Background: an optimization exercise with open tools, aiming at a short achievable clock period and few clock cycles. Do not read the settings as production practice.
The RTL was checked by simulation tests, not by an equivalence proof against the original design.
Power and IR drop assume default switching activity.

[design/flow/standard.sh]
#!/bin/bash
# synth_recipe.tcl (not shown) runs the flow's synth.tcl, then flattens the netlist and writes it again
# the make line also repeats each setting of config.mk as NAME=value (left out here)
make -C /OpenROAD-flow-scripts/flow DESIGN_CONFIG=/design/flow/config.mk WORK_HOME=/design/flow/orfs CLKGATE_MAP_FILE= SYNTH_SCRIPT=/design/flow/synth_recipe.tcl "${@:-finish}"
[design/flow/flow/run.sh]
#!/bin/bash
# Standard ORFS layout (the standard.sh, unchanged synthesis), with the
# timing repair aiming well below the clock period: repair_timing keeps
# working until the setup slack reaches the margin given here.
set -uo pipefail
bash standard.sh SETUP_SLACK_MARGIN=7 finish > standard_flow.log 2>&1
[design/flow/constraint.sdc]
create_clock -name core_clock -period 10.0 [get_ports {clock}]
set_input_delay 2.0000 -clock core_clock [delete_from_list [all_inputs] [get_ports {clock}]]
set_output_delay 2.0000 -clock core_clock [all_outputs]
set_load 0.01 [all_outputs]
[design/flow/design.v]
module LC3Core(
  input         clock,
  input         reset,
  output [15:0] io_mem_raddr,
  input  [15:0] io_mem_rdata,
  output [15:0] io_mem_waddr,
  output [15:0] io_mem_wdata,
  output        io_mem_wen,
  output        io_kb_ready,
  input         io_kb_valid,
  input  [7:0]  io_kb_bits,
  input         io_disp_ready,
  output        io_disp_valid,
  output [7:0]  io_disp_bits,
  output        io_end
);
  localparam [2:0] T_NONE  = 3'd0,
                   T_INSTR = 3'd1,    
                   T_LDATA = 3'd2,    
                   T_LPTR  = 3'd3,    
                   T_SPTR  = 3'd4,    
                   T_TVEC  = 3'd5;    
  reg  [15:0] ra;           
  reg  [2:0]  tag_p;        
  reg         pt_p;         
  reg  [1:0]  bi_p;         
  reg  [15:0] ra_a;         
  reg  [2:0]  tag_a;
  reg         pt_a;
  reg  [1:0]  bi_a;
  reg         dev_a;        
  reg  [1:0]  dsel_p;       
  reg  [15:0] dev_val;
  reg  [15:0] fp;           
  localparam QN = 4;                
  reg  [QN-1:0]    qv;
  reg  [16*QN-1:0] qi;              
  reg  [16*QN-1:0] qa;              
  reg  [16*QN-1:0] qn;              
  reg  [QN-1:0]    qt;              
  reg  [2*QN-1:0]  qb;              
  wire [15:0] qi0 = qi[15:0];
  wire [15:0] qa0 = qa[15:0];
  wire [15:0] qn0 = qn[15:0];
  wire [1:0]  qb0 = qb[1:0];
  reg  [3:0]  bv;
  reg  [15:0] btag0, btag1, btag2, btag3;
  reg  [15:0] btgt0, btgt1, btgt2, btgt3;
  reg  [1:0]  brr;
  reg  [15:0] R0, R1, R2, R3, R4, R5, R6, R7;
  reg  [15:0] ccv;         
  reg  [15:0] xpc;         
  reg         ldp;         
  reg         ldip;        
  reg         kill_rf;     
  reg         kill_cc;     
  reg  [2:0]  pend_dst;
  reg         stip;        
  reg         tvp;         
  reg         prev_nz;     
  reg         end1;
  reg  [15:0] waddr_q, wdata_q;
  reg         wen_q;
  reg  [15:0] KBSR, KBDR, DDR, DSR;
  reg         disp_v;
  reg  rst;
  always @(posedge clock) rst <= reset;
  wire [15:0] rdata_eff = dev_a ? dev_val : io_mem_rdata;
  wire        arr_instr = (tag_a == T_INSTR);
  wire        arr_ldata = (tag_a == T_LDATA);
  wire        ld_wr;
  wire [15:0] inst = qi0;
  wire [3:0]  op   = inst[15:12];
  wire [2:0]  iA   = inst[8:6];
  wire [2:0]  iB   = inst[2:0];
  wire [2:0]  iC   = inst[11:9];
  function [15:0] rsel(input [2:0] i, input [15:0] r0, input [15:0] r1, input [15:0] r2,
                       input [15:0] r3, input [15:0] r4, input [15:0] r5, input [15:0] r6,
                       input [15:0] r7);
    case (i)
      3'd0: rsel = r0; 3'd1: rsel = r1; 3'd2: rsel = r2; 3'd3: rsel = r3;
      3'd4: rsel = r4; 3'd5: rsel = r5; 3'd6: rsel = r6; default: rsel = r7;
    endcase
  endfunction
  function [15:0] add16(input [15:0] a, input [15:0] b, input ci);
    reg [15:0] g, p, gg, pp, gn, pn;
    integer i, d;
    begin
      g = a & b;
      p = a ^ b;
      gg = g;
      gg[0] = g[0] | (p[0] & ci);
      pp = p;
      for (d = 1; d < 16; d = d * 2) begin
        gn = gg;
        pn = pp;
        for (i = d; i < 16; i = i + 1) begin
          gn[i] = gg[i] | (pp[i] & gg[i - d]);
          pn[i] = pp[i] & pp[i - d];
        end
        gg = gn;
        pp = pn;
      end
      add16 = p ^ {gg[14:0], ci};
    end
  endfunction
  function sum_eq(input [15:0] a, input [15:0] b, input [15:0] k);
    reg [15:0] p, g, c, co;
    begin
      p = a ^ b;
      g = a & b;
      c = p ^ k;                  
      co = g | (p & c);           
      sum_eq = ~c[0] & (co[14:0] == c[15:1]);
    end
  endfunction
  function [15:0] inc16(input [15:0] a);
    inc16 = add16(a, 16'h0, 1'b1);
  endfunction
  reg  [15:0] rA, rB, rC;
  reg         opv;         
  wire [15:0] off5   = {{11{inst[4]}}, inst[4:0]};
  wire [15:0] off6   = {{10{inst[5]}}, inst[5:0]};
  wire [15:0] off9   = {{7{inst[8]}}, inst[8:0]};
  wire [15:0] pcn    = qn0;
  wire [15:0] pcoff  = add16(qn0, off9, 1'b0);
  wire [15:0] pcoff1 = add16(qn0, off9, 1'b1);
  wire [15:0] pcn1   = inc16(qn0);
  wire [15:0] rA1    = inc16(rA);
  wire [15:0] boff   = add16(rA, off6, 1'b0);
  wire [15:0] opb    = rB;
  wire [15:0] alu    = (op == 4'h1) ? add16(rA, opb, 1'b0) :
                       (op == 4'h5) ? (rA & opb) : ~rA;
  wire        cN = ccv[15];
  wire        cZ = ~|ccv;
  wire        cP = ~cN & ~cZ;
  wire        is_br  = (op == 4'h0);
  wire        taken  = is_br & ((inst[11] & cN) | (inst[10] & cZ) | (inst[9] & cP));
  wire is_alu  = (op == 4'h1) | (op == 4'h5) | (op == 4'h9);
  wire is_lea  = (op == 4'hE);
  wire is_lnk  = (op == 4'h4) | (op == 4'hF);
  wire is_ld   = (op == 4'h2) | (op == 4'h6);
  wire is_ldi  = (op == 4'hA);
  wire is_st   = (op == 4'h3) | (op == 4'h7);
  wire is_sti  = (op == 4'hB);
  wire is_jmp  = (op == 4'hC) | (op == 4'h4);
  wire is_trp  = (op == 4'hF);
  wire is_zero = (inst == 16'h0);
  wire is_end  = is_zero & prev_nz;
  wire is_mem  = is_ld | is_ldi | is_st | is_sti | is_trp | is_zero;
  reg  [8:0]  hd;
  wire uses_A = hd[0];
  wire uses_B = hd[1];
  wire uses_C = hd[2];
  wire needs_ops = hd[0] | hd[1] | hd[2];
  wire reads_pd = (uses_A & (iA == pend_dst)) | (uses_B & (iB == pend_dst)) |
                  (uses_C & (iC == pend_dst));
  wire dep_ld = (reads_pd & ~kill_rf) | (hd[3] & ~kill_cc);
  wire shadow_ok = (hd[4] | (hd[5] & ~ldip)) & ~dep_ld;
  reg  sm_hit;                                     
  reg  sm_now;            
  wire sm_flush = sm_hit | sm_hit2 | sm_now;
  wire pt_bad   = qt[0] & ~hd[3];      
  wire ld_block  = ldp & (arr_ldata ? dep_ld : ~shadow_ok);
  wire sti_block = stip;
  wire ex        = qv[0] & (opv | ~needs_ops) & ~end1 & ~ld_block & ~sti_block & ~sm_flush & ~pt_bad;
  wire refetch   = ~end1 & ~tvp & (sm_flush | (qv[0] & pt_bad));
  wire [15:0] rf_tgt = xpc;
  wire ex_end    = ex & is_end;
  wire ex_live   = ex & ~is_end;
  wire mispred   = is_br & (taken ^ qt[0]);
  wire redirect  = ex_live & (mispred | is_jmp);
  wire [15:0] rd_tgt  = taken ? pcoff  : is_jmp ? rA  : pcn;
  wire [15:0] rd_tgt1 = taken ? pcoff1 : is_jmp ? rA1 : pcn1;
  wire ex_trap   = ex_live & is_trp;
  wire ex_dreq   = ex_live & (is_ld | is_ldi | is_sti | is_trp);
  wire [15:0] daddr = is_trp ? {8'h0, inst[7:0]} : (op == 4'h6) ? boff : pcoff;
  wire [2:0]  dtag  = is_trp ? T_TVEC : is_sti ? T_SPTR : is_ldi ? T_LPTR : T_LDATA;
  wire flush_q   = refetch | redirect | ex_trap;
  wire        wr_ex  = ex_live & (is_alu | is_lea | is_lnk);
  wire [2:0]  wr_dst = is_lnk ? 3'd7 : iC;
  wire [15:0] wr_val = is_alu ? alu : is_lea ? pcoff : pcn;
  wire        cc_if  = is_alu | is_lea;
  wire        cc_ex  = ex_live & cc_if;
  wire h0 = bv[0] & (btag0 == fp);
  wire h1 = bv[1] & (btag1 == fp);
  wire h2 = bv[2] & (btag2 == fp);
  wire h3 = bv[3] & (btag3 == fp);
  wire bhit = h0 | h1 | h2 | h3;
  wire [1:0]  bidx = h3 ? 2'd3 : h2 ? 2'd2 : h1 ? 2'd1 : 2'd0;
  wire [15:0] btgt = h3 ? btgt3 : h2 ? btgt2 : h1 ? btgt1 : btgt0;
  wire w_a = arr_instr, w_p = (tag_p == T_INSTR);
  wire fr1 = ~qv[QN-1], fr2 = ~qv[QN-2], fr3 = ~qv[QN-3];
  wire occ_lt = (~w_a & ~w_p & fr1) | ((w_a ^ w_p) & fr2) | (w_a & w_p & fr3);
  wire occ_eq = (~w_a & ~w_p & ~fr1) | ((w_a ^ w_p) & fr1 & ~fr2) | (w_a & w_p & fr2 & ~fr3);
  wire room = occ_lt | (occ_eq & ex);
  function [1:0] dsel(input [15:0] a);
    dsel = (a == 16'hFE00) ? 2'd1 : (a == 16'hFE02) ? 2'd2 : (a == 16'hFE04) ? 2'd3 : 2'd0;
  endfunction
  reg  [15:0] ra_n, fp_n;
  reg  [1:0]  dsel_n;
  reg  [2:0]  tag_n;
  reg         pt_n;
  reg  [1:0]  bi_n;
  always @(*) begin
    ra_n  = ra;
    tag_n = T_NONE;
    pt_n  = 1'b0;
    bi_n  = 2'd0;
    fp_n  = refetch ? rf_tgt : fp;
    dsel_n = 2'd0;
    if (tag_a == T_LPTR) begin
      ra_n = rdata_eff; tag_n = T_LDATA; dsel_n = dsel(rdata_eff);
    end else if (tag_a == T_TVEC) begin
      fp_n = rdata_eff;             
    end else if (ex_dreq) begin
      ra_n = daddr; tag_n = dtag; dsel_n = dsel(daddr);
    end else if (refetch) begin
      ra_n = rf_tgt; tag_n = T_INSTR; fp_n = inc16(rf_tgt);
    end else if (redirect) begin
      ra_n = rd_tgt; tag_n = T_INSTR; fp_n = rd_tgt1;
    end else if (room & ~tvp & ~end1) begin
      ra_n = fp; tag_n = T_INSTR; pt_n = bhit; bi_n = bidx;
      fp_n = bhit ? btgt : inc16(fp);
    end
  end
  always @(posedge clock) begin
    if (rst) begin
      ra    <= 16'h3001;
      tag_p <= T_INSTR;
      pt_p  <= 1'b0;
      bi_p  <= 2'd0;
      ra_a  <= 16'h0;
      tag_a <= T_NONE;
      pt_a  <= 1'b0;
      bi_a  <= 2'd0;
      dev_a <= 1'b0;
      dsel_p <= 2'd0;
      dev_val <= 16'h0;
      fp    <= 16'h3002;
    end else begin
      ra    <= ra_n;
      tag_p <= tag_n;
      pt_p  <= pt_n;
      bi_p  <= bi_n;
      fp    <= fp_n;
      ra_a  <= ra;
      tag_a <= (flush_q & (tag_p == T_INSTR)) ? T_NONE : tag_p;
      pt_a  <= pt_p;
      bi_a  <= bi_p;
      dsel_p  <= dsel_n;
      dev_a   <= (dsel_p != 2'd0);
      dev_val <= (dsel_p == 2'd1) ? KBSR : (dsel_p == 2'd2) ? KBDR : DSR;
    end
  end
  wire        app = arr_instr & ~flush_q;
  wire [15:0] ra_a1 = inc16(ra_a);
  wire [QN:0] qv_x = {1'b0, qv};               
  wire [QN:0] qv_p = {qv, 1'b1};               
  integer qj;
  always @(posedge clock) begin
    if (rst) begin
      qv <= {QN{1'b0}};
      qt <= {QN{1'b0}};
      qi <= {16*QN{1'b0}};
      qa <= {16*QN{1'b0}};
      qn <= {16*QN{1'b0}};
      qb <= {2*QN{1'b0}};
    end else begin
      for (qj = 0; qj < QN; qj = qj + 1) begin
        if (ex) begin
          if (qj < QN - 1 && qv_x[qj + 1]) begin
            qt[qj] <= qt[qj + 1];
            qi[16*qj +: 16] <= qi[16*(qj+1) +: 16];
            qa[16*qj +: 16] <= qa[16*(qj+1) +: 16];
            qn[16*qj +: 16] <= qn[16*(qj+1) +: 16];
            qb[2*qj +: 2]   <= qb[2*(qj+1) +: 2];
          end else begin
            qt[qj] <= pt_a;
            qi[16*qj +: 16] <= io_mem_rdata;
            qa[16*qj +: 16] <= ra_a;
            qn[16*qj +: 16] <= ra_a1;
            qb[2*qj +: 2]   <= bi_a;
          end
          qv[qj] <= ~flush_q & (qv_x[qj + 1] | (arr_instr & qv[qj]));
        end else begin
          if (!qv[qj]) begin
            qt[qj] <= pt_a;
            qi[16*qj +: 16] <= io_mem_rdata;
            qa[16*qj +: 16] <= ra_a;
            qn[16*qj +: 16] <= ra_a1;
            qb[2*qj +: 2]   <= bi_a;
          end
          qv[qj] <= ~flush_q & (qv[qj] | (arr_instr & qv_p[qj]));
        end
      end
    end
  end
  reg         ins_v, inv_v;
  reg  [1:0]  inv_i;
  reg  [15:0] ins_tag, ins_tgt;
  always @(posedge clock) begin
    if (rst) begin
      ins_v <= 1'b0; inv_v <= 1'b0;
      inv_i <= 2'd0; ins_tag <= 16'h0; ins_tgt <= 16'h0;
    end else begin
      ins_v    <= ex_live & is_br & taken & ~qt[0];
      ins_tag  <= qa0;
      ins_tgt  <= pcoff;
      inv_v    <= (refetch & qv[0] & qt[0]) | (ex_live & is_br & qt[0] & ~taken);
      inv_i    <= qb0;
    end
  end
  always @(posedge clock) begin
    if (rst) begin
      bv  <= 4'b0000;
      brr <= 2'd0;
      btag0 <= 16'h0; btag1 <= 16'h0; btag2 <= 16'h0; btag3 <= 16'h0;
      btgt0 <= 16'h0; btgt1 <= 16'h0; btgt2 <= 16'h0; btgt3 <= 16'h0;
    end else begin
      if (wen_q) begin
        if (btag0 == waddr_q) bv[0] <= 1'b0;
        if (btag1 == waddr_q) bv[1] <= 1'b0;
        if (btag2 == waddr_q) bv[2] <= 1'b0;
        if (btag3 == waddr_q) bv[3] <= 1'b0;
      end
      if (inv_v) bv[inv_i] <= 1'b0;
      if (ins_v) begin
        brr <= brr + 2'd1;
        case (brr)
          2'd0: begin btag0 <= ins_tag; btgt0 <= ins_tgt; end
          2'd1: begin btag1 <= ins_tag; btgt1 <= ins_tgt; end
          2'd2: begin btag2 <= ins_tag; btgt2 <= ins_tgt; end
          default: begin btag3 <= ins_tag; btgt3 <= ins_tgt; end
        endcase
        bv[brr] <= ~(wen_q & (waddr_q == ins_tag));
      end
    end
  end
  wire [15:0] qa1 = qa[31:16];
  wire        st_nxt  = (ex_live & is_st) | (tag_a == T_SPTR);
  wire [15:0] st_addr = (tag_a == T_SPTR) ? rdata_eff : (op == 4'h3) ? pcoff : boff;
  integer hj;
  reg sm_other;
  always @(*) begin
    sm_other = (st_addr == ra_a) | (st_addr == ra) | (st_addr == fp);
    for (hj = 0; hj < QN; hj = hj + 1)
      sm_other = sm_other | (st_addr == qa[16*hj +: 16]);
  end
  wire st_hit  = st_nxt & sm_other;
  wire st_hit2 = wen_q & (tag_p == T_INSTR) & (waddr_q == ra);
  reg  sm_hit2;
  reg  w_kb, w_dd;         
  wire        st_h0   = st_addr == (qv[0] ? qa0 : ra_a);
  wire        st_h1   = st_addr == (qv[1] ? qa1 : ra_a);
  wire        sm_now_n = st_nxt & (ex ? st_h1 : st_h0);
  always @(posedge clock) begin
    if (rst) begin
      ccv      <= 16'h0;
      xpc      <= 16'h3001;
      ldp      <= 1'b0;
      ldip     <= 1'b0;
      kill_rf  <= 1'b0;
      kill_cc  <= 1'b0;
      pend_dst <= 3'd0;
      stip     <= 1'b0;
      tvp      <= 1'b0;
      prev_nz  <= 1'b0;
      end1     <= 1'b0;
      sm_hit   <= 1'b0;
      sm_hit2  <= 1'b0;
      w_kb     <= 1'b0;
      w_dd     <= 1'b0;
      sm_now   <= 1'b0;
      wen_q    <= 1'b0;
      waddr_q  <= 16'h0;
      wdata_q  <= 16'h0;
    end else begin
      if (cc_ex) ccv <= wr_val;
      else if (arr_ldata & ~kill_cc) ccv <= rdata_eff;
      if (ex_live & (is_ld | is_ldi)) begin
        kill_rf <= 1'b0;
        kill_cc <= 1'b0;
      end else if (ldp & ~arr_ldata) begin
        if (wr_ex & (wr_dst == pend_dst)) kill_rf <= 1'b1;
        if (cc_ex) kill_cc <= 1'b1;
      end
      if (ex_live) xpc <= rd_tgt;
      else if (tag_a == T_TVEC) xpc <= rdata_eff;
      if (arr_ldata) ldp <= 1'b0;
      if (ex_live & (is_ld | is_ldi)) begin
        ldp <= 1'b1;
        ldip <= is_ldi;
        pend_dst <= iC;
      end
      if (tag_a == T_SPTR) stip <= 1'b0;
      if (ex_live & is_sti) stip <= 1'b1;
      if (tag_a == T_TVEC) tvp <= 1'b0;
      if (ex_trap) tvp <= 1'b1;
      if (ex) prev_nz <= ~is_zero;
      if (ex_end) end1 <= 1'b1;
      sm_hit <= st_hit;
      sm_hit2 <= st_hit2;
      w_kb <= st_nxt & (st_addr == 16'hFE00);
      w_dd <= st_nxt & (st_addr == 16'hFE06);
      sm_now <= sm_now_n & ~flush_q;
      wen_q <= 1'b0;
      if (ex_live & is_st) begin
        wen_q   <= 1'b1;
        waddr_q <= (op == 4'h3) ? pcoff : boff;
        wdata_q <= rC;
      end else if (ex_live & is_sti) begin
        wdata_q <= rC;
      end else if (tag_a == T_SPTR) begin
        wen_q   <= 1'b1;
        waddr_q <= rdata_eff;
      end
    end
  end
  wire        lw_en  = ld_wr;
  wire [2:0]  lw_dst = pend_dst;
  wire [15:0] lw_val = rdata_eff;
  wire [15:0] inst1 = qi[31:16];
  wire        nxt1  = ex;
  wire        wr_if = ~is_end & (is_alu | is_lea | is_lnk);    
  function [15:0] opnd(input [2:0] i, input wfwd, input [15:0] r0, input [15:0] r1,
                       input [15:0] r2, input [15:0] r3, input [15:0] r4, input [15:0] r5,
                       input [15:0] r6, input [15:0] r7);
    opnd = (wfwd & (wr_dst == i)) ? wr_val :
           (lw_en & (lw_dst == i)) ? lw_val : rsel(i, r0, r1, r2, r3, r4, r5, r6, r7);
  endfunction
  wire [15:0] ird = io_mem_rdata;
  function [15:0] immb(input [15:0] w);      
    immb = {{11{w[4]}}, w[4:0]};
  endfunction
  wire [15:0] fA = nxt1 ? opnd(inst1[8:6], wr_if, R0, R1, R2, R3, R4, R5, R6, R7)
                        : opnd(iA,         1'b0,  R0, R1, R2, R3, R4, R5, R6, R7);
  wire [15:0] fB = nxt1 ? (inst1[5] ? immb(inst1) : opnd(inst1[2:0], wr_if, R0, R1, R2, R3, R4, R5, R6, R7))
                        : (inst[5]  ? immb(inst)  : opnd(iB,         1'b0,  R0, R1, R2, R3, R4, R5, R6, R7));
  wire [15:0] fC = nxt1 ? opnd(inst1[11:9], wr_if, R0, R1, R2, R3, R4, R5, R6, R7)
                        : opnd(iC,          1'b0,  R0, R1, R2, R3, R4, R5, R6, R7);
  always @(posedge clock) begin
    if (rst) begin
      rA  <= 16'h0;
      rB  <= 16'h0;
      rC  <= 16'h0;
      opv <= 1'b0;
    end else begin
      rA  <= fA;
      rB  <= fB;
      rC  <= fC;
      opv <= ~flush_q & (nxt1 ? qv[1] : qv[0]);
    end
  end
  function [8:0] hdec(input [15:0] w);
    reg [3:0] o;
    reg alu, lea, jmp, st, sti, br, zero;
    begin
      o    = w[15:12];
      alu  = (o == 4'h1) | (o == 4'h5) | (o == 4'h9);
      lea  = (o == 4'hE);
      jmp  = (o == 4'hC) | (o == 4'h4);
      st   = (o == 4'h3) | (o == 4'h7);
      sti  = (o == 4'hB);
      br   = (o == 4'h0);
      zero = (w == 16'h0);
      hdec[0] = alu | (o == 4'h6) | (o == 4'h7) | jmp;         
      hdec[1] = ((o == 4'h1) | (o == 4'h5)) & ~w[5];         
      hdec[2] = st | sti;                                     
      hdec[3] = br;
      hdec[4] = alu | lea;
      hdec[5] = st;
      hdec[6] = alu | lea | (br & ~zero);
      hdec[7] = 1'b0;
      hdec[8] = 1'b0;
    end
  endfunction
  wire [8:0] hd_n = nxt1 ? (qv[1] ? hdec(inst1) : hdec(ird)) : (qv[0] ? hdec(inst) : hdec(ird));
  always @(posedge clock) hd <= hd_n;
  assign ld_wr = arr_ldata & ~kill_rf;
  always @(posedge clock) begin
    if (rst) begin
      R0 <= 16'h0; R1 <= 16'h0; R2 <= 16'h0; R3 <= 16'h0;
      R4 <= 16'h0; R5 <= 16'h0; R6 <= 16'h0; R7 <= 16'h0;
    end else begin
      if (wr_ex & (wr_dst == 3'd0)) R0 <= wr_val; else if (lw_en & (lw_dst == 3'd0)) R0 <= lw_val;
      if (wr_ex & (wr_dst == 3'd1)) R1 <= wr_val; else if (lw_en & (lw_dst == 3'd1)) R1 <= lw_val;
      if (wr_ex & (wr_dst == 3'd2)) R2 <= wr_val; else if (lw_en & (lw_dst == 3'd2)) R2 <= lw_val;
      if (wr_ex & (wr_dst == 3'd3)) R3 <= wr_val; else if (lw_en & (lw_dst == 3'd3)) R3 <= lw_val;
      if (wr_ex & (wr_dst == 3'd4)) R4 <= wr_val; else if (lw_en & (lw_dst == 3'd4)) R4 <= lw_val;
      if (wr_ex & (wr_dst == 3'd5)) R5 <= wr_val; else if (lw_en & (lw_dst == 3'd5)) R5 <= lw_val;
      if (wr_ex & (wr_dst == 3'd6)) R6 <= wr_val; else if (lw_en & (lw_dst == 3'd6)) R6 <= lw_val;
      if (wr_ex & (wr_dst == 3'd7)) R7 <= wr_val; else if (lw_en & (lw_dst == 3'd7)) R7 <= lw_val;
    end
  end
  reg  kbr;
  wire kb_fire = io_kb_valid & kbr;
  wire [15:0] kbsr_n = rst ? 16'h0 : w_kb ? wdata_q :
                       kb_fire ? 16'h8000 : KBSR;
  always @(posedge clock) kbr <= ~reset & ~kbsr_n[15];
  always @(posedge clock) begin
    KBSR <= kbsr_n;
    if (rst) begin
      KBDR   <= 16'h0;
      DDR    <= 16'h0;
      DSR    <= 16'h0;
      disp_v <= 1'b0;
    end else begin
      if (kb_fire) KBDR <= {8'h0, io_kb_bits};
      if (w_dd) DDR <= wdata_q;
      disp_v <= w_dd;
      DSR <= {io_disp_ready, 15'h0};
    end
  end
  assign io_mem_raddr  = ra;
  assign io_mem_waddr  = waddr_q;
  assign io_mem_wdata  = wdata_q;
  assign io_mem_wen    = wen_q;
  assign io_kb_ready   = kbr;
  assign io_disp_valid = disp_v;
  assign io_disp_bits  = DDR[7:0];
  assign io_end        = end1;
endmodule
[design/flow/config.mk]
export PLATFORM = sky130hd
export DESIGN_NAME = LC3Core
export DESIGN_NICKNAME = LC3Core
export VERILOG_FILES = /design/flow/design.v
export SDC_FILE = /design/flow/constraint.sdc
export NUM_CORES = 4
export LEC_CHECK = 0
export ABC_CLOCK_PERIOD_IN_PS = 3000
export CAP_MARGIN = 20
export CORE_MARGIN = 2
export CORE_UTILIZATION = 50
export SLEW_MARGIN = 20
==> results.json, run 1 <==
{
  "syn_inst": 7038,
  "seq_area_frac_synth": 0.2927,
  "grt-ovfl-total": 2,
  "synth_area_mm2": 0.05177,
  "yosys_register_bits": 757,
  "grt_start_max_net_pins": 165,
  "die_x_um": 325.8,
  "status": "did not finish",
  "dpl.cell_count": 8058,
  "syn_nets": 7131,
  "async_reset_ff_frac": 0,
  "post-dp-hpwl_um": 177400,
  "avgSynthCellArea_um2": 7.356,
  "htreeDepth": 3,
  "cts_buffers": 87,
  "yosys_warnings": 6,
  "io_buffers": 87,
  "clockRootBuffer": "clkbuf_16",
  "num_rows": 118,
  "synth_edf_count": 0,
  "synth_top_flop_cell": "dfxtp_1",
  "cts_buffer_depth": 3,
  "die_y_um": 325.8,
  "stop_stage": "global routing (5_1_grt)",
  "ios": 88,
  "holdBufCountCts": 0,
  "ys_types": 98,
  "tool.error": "[ERROR GRT-0232] Routing congestion too high. Check the congestion heatmap in the GUI.",
  "clock-sinks": 757,
  "grtUsageTotal": 0.6114,
  "initial_core_util": 0.5024,
  "place.gp.congestion": 1.053,
  "placed_cell_area_mm2": 0.05393
}
logic make-up after synthesis:
family                   count (synthesis)  synth area share
AO/OA/AOI/OAI                         2187            0.2696
XOR/XNOR                               421           0.07122
adder cells (fa/ha/maj)                 65           0.01629
buffers and inverters                  722           0.05399
flip-flops                             757            0.2927
multiplexers                           350           0.07919
AND/OR/NAND/NOR                       2536            0.2170
per-layer routing:
layer / GRT overflow / global-route usage
met5: 0 / 0.1380
met4: 1 / 0.5223
met3: 0 / 0.3896
met2: 1 / 0.8047
met1: 0 / 0.6655
repair_timing:
item | in CTS
setup endpoints to repair | 615
cloned | 55
hold endpoints to repair | 0
resized for setup | 1412
buffers inserted | 377
pin swaps | 275
cell usage after synthesis (all sizes together), types with 13 or more instances:
cell | count | area (um2)
a22oi | 73 | 548.0
and3 | 34 | 212.7
a211o | 13 | 113.9
nor2 | 848 | 3191
inv | 53 | 198.9
nand3 | 125 | 630.6
nor3 | 94 | 490.5
a31oi | 81 | 558.0
a22o | 18 | 157.7
a221oi | 63 | 551.8
o22ai | 67 | 419.2
nand2 | 970 | 3641
a221o | 13 | 130.1
nor4 | 39 | 244.0
and4 | 14 | 122.6
xnor2 | 296 | 2592
xor2 | 125 | 1095
ha | 61 | 763.2
o31ai | 19 | 142.6
clkbuf | 578 | 2170
or3 | 36 | 225.2
a21o | 34 | 256.5
buf | 90 | 422.9
a2111oi | 20 | 200.2
nor2b | 148 | 925.9
dfxtp | 757 | 15150
and2 | 38 | 237.7
o21ai | 362 | 1815
a311oi | 13 | 113.9
nand4 | 83 | 519.3
a211oi | 243 | 1844
nand2b | 39 | 244.0
o211a | 21 | 210.2
mux2 | 108 | 1220
mux2i | 213 | 2227
a21oi | 782 | 3933
o221ai | 79 | 698.2
o211ai | 190 | 1426
o21a | 13 | 97.59
mux4 | 29 | 653.1
through the flow:
step	setup WS [ps]	total power, mW
2_1_floorplan	5624	6.846
3_3_place_gp	3740	8.906
3_5_place_dp	3766	8.911
4_1_cts	5723	14.20
worst max-delay path by stage:
stage / from / end
after floorplan: io_mem_rdata[14] / sm_hit$_SDFF_PP0_
after global placement: io_mem_rdata[14] / sm_hit$_SDFF_PP0_
after detailed placement: io_mem_rdata[14] / sm_hit$_SDFF_PP0_
after CTS: io_mem_rdata[14] / sm_hit$_SDFF_PP0_
power by group through the flow:
stage                     Clock [mW]  Sequential [mW]  Combinational (mW)
after CTS                       3.51             3.84                6.85
after detailed placement           0             3.92                4.99
after global placement             0             3.92                4.99
after floorplan                    0             3.57                3.28
Testbench counts, summed over its fixed seeds: cycles 46,103.
==> run 2: changes to the inputs <==
--- a/design/flow/design.v
+++ b/design/flow/design.v
@@ -160,5 +160,5 @@
   reg  sm_hit;                                     
   reg  sm_now;            
-  wire sm_flush = sm_hit | sm_hit2 | sm_now;
+  wire sm_flush = sm_hit | sm_now;
   wire pt_bad   = qt[0] & ~hd[3];      
   wire ld_block  = ldp & (arr_ldata ? dep_ld : ~shadow_ok);
@@ -195,4 +195,8 @@
   wire occ_eq = (~w_a & ~w_p & ~fr1) | ((w_a ^ w_p) & fr1 & ~fr2) | (w_a & w_p & fr2 & ~fr3);
   wire room = occ_lt | (occ_eq & ex);
+  function [1:0] dsel_s(input [15:0] a, input [15:0] b);    
+    dsel_s = sum_eq(a, b, 16'hFE00) ? 2'd1 : sum_eq(a, b, 16'hFE02) ? 2'd2 :
+             sum_eq(a, b, 16'hFE04) ? 2'd3 : 2'd0;
+  endfunction
   function [1:0] dsel(input [15:0] a);
     dsel = (a == 16'hFE00) ? 2'd1 : (a == 16'hFE02) ? 2'd2 : (a == 16'hFE04) ? 2'd3 : 2'd0;
@@ -215,5 +219,5 @@
       fp_n = rdata_eff;             
     end else if (ex_dreq) begin
-      ra_n = daddr; tag_n = dtag; dsel_n = dsel(daddr);
+      ra_n = daddr; tag_n = dtag; dsel_n = is_trp ? 2'd0 : (op == 4'h6) ? dsel_s(rA, off6) : dsel_s(qn0, off9);
     end else if (refetch) begin
       ra_n = rf_tgt; tag_n = T_INSTR; fp_n = inc16(rf_tgt);
@@ -340,18 +344,21 @@
   wire [15:0] qa1 = qa[31:16];
   wire        st_nxt  = (ex_live & is_st) | (tag_a == T_SPTR);
-  wire [15:0] st_addr = (tag_a == T_SPTR) ? rdata_eff : (op == 4'h3) ? pcoff : boff;
   integer hj;
   reg sm_other;
   always @(*) begin
-    sm_other = (st_addr == ra_a) | (st_addr == ra) | (st_addr == fp);
-    for (hj = 0; hj < QN; hj = hj + 1)
-      sm_other = sm_other | (st_addr == qa[16*hj +: 16]);
-  end
-  wire st_hit  = st_nxt & sm_other;
-  wire st_hit2 = wen_q & (tag_p == T_INSTR) & (waddr_q == ra);
-  reg  sm_hit2;
+    sm_other = (arr_instr & (waddr_q == ra_a)) | ((tag_p == T_INSTR) & (waddr_q == ra));
+    for (hj = 1; hj < QN; hj = hj + 1)
+      sm_other = sm_other | (qv[hj] & (waddr_q == qa[16*hj +: 16]));
+  end
+  wire st_hit = wen_q & sm_other;
   reg  w_kb, w_dd;         
-  wire        st_h0   = st_addr == (qv[0] ? qa0 : ra_a);
-  wire        st_h1   = st_addr == (qv[1] ? qa1 : ra_a);
+  wire [15:0] st_b  = (op == 4'h3) ? qn0 : rA;
+  wire [15:0] st_o  = (op == 4'h3) ? off9 : off6;
+  wire        st_p  = (tag_a == T_SPTR);
+  function st_is(input [15:0] k, input p, input [15:0] d, input [15:0] b, input [15:0] o);
+    st_is = p ? (d == k) : sum_eq(b, o, k);
+  endfunction
+  wire        st_h0   = st_is(qv[0] ? qa0 : ra_a, st_p, rdata_eff, st_b, st_o);
+  wire        st_h1   = st_is(qv[1] ? qa1 : ra_a, st_p, rdata_eff, st_b, st_o);
   wire        sm_now_n = st_nxt & (ex ? st_h1 : st_h0);
   always @(posedge clock) begin
@@ -369,5 +376,4 @@
       end1     <= 1'b0;
       sm_hit   <= 1'b0;
-      sm_hit2  <= 1'b0;
       w_kb     <= 1'b0;
       w_dd     <= 1'b0;
@@ -401,7 +407,6 @@
       if (ex_end) end1 <= 1'b1;
       sm_hit <= st_hit;
-      sm_hit2 <= st_hit2;
-      w_kb <= st_nxt & (st_addr == 16'hFE00);
-      w_dd <= st_nxt & (st_addr == 16'hFE06);
+      w_kb <= st_nxt & st_is(16'hFE00, st_p, rdata_eff, st_b, st_o);
+      w_dd <= st_nxt & st_is(16'hFE06, st_p, rdata_eff, st_b, st_o);
       sm_now <= sm_now_n & ~flush_q;
       wen_q <= 1'b0;
==> run 2 against run 1 <==
The run now finishes clean. Area after synthesis fell by 2.2%. Synthesized cell count shrank 3.0%.
==> results.json, run 2 <==
{
  "avgSynthCellArea_um2": 7.419,
  "grt-ovfl-total": 0,
  "drive_above_1_share": 0.2691,
  "syn_to_final_growth_pct": 34.03,
  "top_regs": "qa: 64 flops, qi: 64 flops, qn: 64 flops",
  "clock_latency_ps": 740,
  "antenna_found_initial": 19,
  "grtUsageTotal": 0.5200,
  "yosys_warnings": 6,
  "final_nets": 7336,
  "seq_area_frac_synth": 0.2988,
  "worst-slew-pin-transition_ps": 1220,
  "wl_per_cell_um": 33.99,
  "worstSetupPathType": "register to register",
  "final_common_cell": "nand2_1",
  "wl_um": 293200,
  "drc": 0,
  "die_y_um": 322.3,
  "dp_slack_ps": 5224,
  "seqPwrFrac": 0.257,
  "cp_max_fo": 7,
  "fin_ws_ps": 6549,
  "grt_start_max_net_pins": 94,
  "cts_buffer_depth": 3,
  "cts_buffers": 87,
  "regArea_mm2": 0.01549,
  "synth.most_common_cell": "nand2_1",
  "place.gp.congestion": 1.054,
  "layout_min_cycle_time_ps": 3451,
  "endpoint_kind": "register",
  "p_per_area_mw_per_mm2": 228.7,
  "vias": 61141,
  "hold_path.class": "register to register",
  "post-route-period-util": 0.3451,
  "yosysTopAreaCellShare": 0.2988,
  "setup_viol": 0,
  "power_frac_comb": 0.506,
  "holdBufCountCts": 0,
  "start_kind": "register",
  "status": "timing/DRC/antenna clean",
  "via_per_inst": 7.088,
  "io_buffers": 87,
  "clockRootBuffer": "clkbuf_16",
  "synth_edf_count": 0,
  "yosys_register_bits": 756,
  "die_area_mm2": 0.1039,
  "tritoncts": "built",
  "post-dp-hpwl_um": 167400,
  "cp.arrival_ps": 4020,
  "p_sw_mw": 7.000,
  "multi_input_area_mm2": 0.03742,
  "skew_ps": 39.34,
  "ios": 88,
  "clock-sinks": 756,
  "yosys-top-cells-area": "dfxtp_1, nand2_1, a21oi_1, nor2_1, xnor2_1",
  "ir_drop_mv": 0.1744,
  "yosysTopAreaCell": "dfxtp_1",
  "yosys-top-cells-count": "nand2_1, nor2_1, dfxtp_1",
  "syn_inst": 6827,
  "async_reset_ff_frac": 0,
  "fmax_mhz": 289.7,
  "synth_top_flop_cell": "dfxtp_1",
  "syn_nets": 6983,
  "htreeDepth": 3,
  "final_cell_mix": "nand2_1, nor2_1, dfxtp_1",
  "die_x_um": 322.3,
  "drt_iter0_drc": 10569,
  "slew_headroom": 0.1847,
  "finalHoldViolCount": 0,
  "synth_area_mm2": 0.05065,
  "max-cap-violations": 0,
  "worstPathRequired_ps": 10570,
  "grt_pass1_vias": 54129,
  "grt_pass1_wl_um": 391900,
  "clockPowerShare": 0.237,
  "setup-tns-final_ps": 0,
  "rsz0062_at_grt": "yes",
  "antenna_left": 0,
  "ys_types": 87,
  "initial_core_util": 0.5050,
  "cts.clk_slew.worst_paths_ps": 60,
  "switching_share": 0.4509,
  "final_max_slew_viol_count": 0,
  "power.leakage_nw": 25.01,
  "drt_pass1_iterations": 13,
  "fillers": 8249,
  "num_rows": 116,
  "core-area_mm2": 0.1003,
  "p_int_mw": 8.525
}
## run 2: changes by cell type after synthesis, moves of 29 or more
cell,change
o22ai_1,+35
nor2b_1,-38
o221ai_1,-29
xor2_1,+36
a211oi_1,-95
fa_1,+29
buf_1,+39
a21oi_1,-78
ha_1,+34
clkbuf_1,-94
## run 2: path summary, 6_finish.rpt
check | start | cells past startpoint | endpoint | slack, ps
setup / recovery | qi[6]$_SDFFE_PP0P_ | 13 | ra[11]$_SDFFE_PP0P_ | 6550
hold / removal | rC[0]$_SDFF_PP0_ | 2 | wdata_q[0]$_SDFFE_PP0P_ | 430
setup reg to reg | qi[6]$_SDFFE_PP0P_ | 13 | ra[11]$_SDFFE_PP0P_ | 6550
hold reg to reg | rC[0]$_SDFF_PP0_ | 2 | wdata_q[0]$_SDFFE_PP0P_ | 430
## run 2: timing repair
item	4_1_cts	5_1_grt
setup buffers	293	228
hold endpoints to repair	0	0
resized for setup	1146	622
cloned	43	23
setup endpoints to repair	571	469
pin swaps	151	270
## run 2: cell families (layout without fill, tap and decap cells)
logic type,count (synthesis),in the layout,synth area share
flip-flops,756,756,0.2988
adder cells (fa/ha/maj),128,128,0.03651
AND/OR/NAND/NOR,2553,2558,0.2229
AO/OA/AOI/OAI,1901,1904,0.2313
XOR/XNOR,453,453,0.07833
other,0,16,0
multiplexers,348,350,0.07976
buffers and inverters,688,1104,0.05244
## run 2: final cells by class
cell class,instances,share of cell area
repair buffers,855,0.1405
inverters,83,0.006322
multi-input cells,5393,0.5513
clock inverters,47,0.01097
clock buffers,115,0.03671
flip-flops and latches,756,0.2282
well taps,1357,0.02501
diodes,16,0.0005898
repair inverters,4,0.0004792
## run 2: layer usage
layer  up-vias  share of wire  GRT usage
met2      5457           0.40     0.7450
li1      24913              -          -
met1     28404           0.32     0.5717
met5         -         0.0024    0.01296
met4        26           0.13     0.5091
met3      2341           0.14     0.2176
## run 2: critical path: stages, from the launching register on
cell and delay [ps]:
dfxtp_4 390, clkinvlp_4 410, ha_4 490, buf_8 160
buf_4 130, nand2_4 80, o21ai_4 160, buf_6 140
a21boi_4 60, xnor2_2 190, buf_6 170, o22ai_1 90
o211ai_1 670, o21ai_1 150
## run 2: power groups by stage
stage | Clock [mW] | Sequential, mW | Combinational, mW
CTS | 3.66 | 3.93 | 6.36
detailed placement | 0 | 4.04 | 5.13
finish | 3.68 | 3.99 | 7.86
global route | 3.79 | 3.98 | 7.96
global placement | 0 | 4.04 | 5.11
floorplan | 0 | 3.60 | 3.50
## run 2: per-stage QoR
stage          instance area [um2]  hold WS [ps]  instances  power, mW  utilization
3_5_place_dp                 52850         436.7       7861      9.171       0.5269
5_1_grt                      67860         458.7       8614      15.72       0.6766
4_1_cts                      62800         437.6       8359      13.95       0.6262
3_3_place_gp                 52830         432.4       7861      9.146       0.5268
6_report                     67890         434.8       8626      15.53       0.6769
2_1_floorplan                51010         413.8       6827      7.097            -
Testbench counts of run 2, summed over its fixed seeds: cycles 46,038.

==> port drivers added, routing unchanged <==
In the flow no input, the clock included, has a driving cell. The finished layout below was timed again as built, in two steps.
Step 1 (the two cells are an assumption about what drives the block):
set clk [get_ports {clock}]
set_driving_cell -lib_cell sky130_fd_sc_hd__clkbuf_16 $clk
set_driving_cell -lib_cell sky130_fd_sc_hd__buf_2 [delete_from_list [all_inputs] $clk]
Step 2 moves the port delays by t, midway between the first and last clock arrival at a register: inputs arrive t later, outputs are due t later. That takes back most of the time a late clock gives input paths.
Three values: no drivers, after step 1, after step 2; two values: the first two.
run: run 2
shift t [ns]: 0.801
setup slack, ns: 6.549 / 6.549 / 6.242
hold WS [ns]: 0.435 / 0.435 / 0.435
clock arrival spread, ns: 0.043 / 0.043
After both steps run 2 still meets setup and hold. The setup slack of run 2 moves by 0.000 ns with the drivers and by -0.307 ns with both steps.
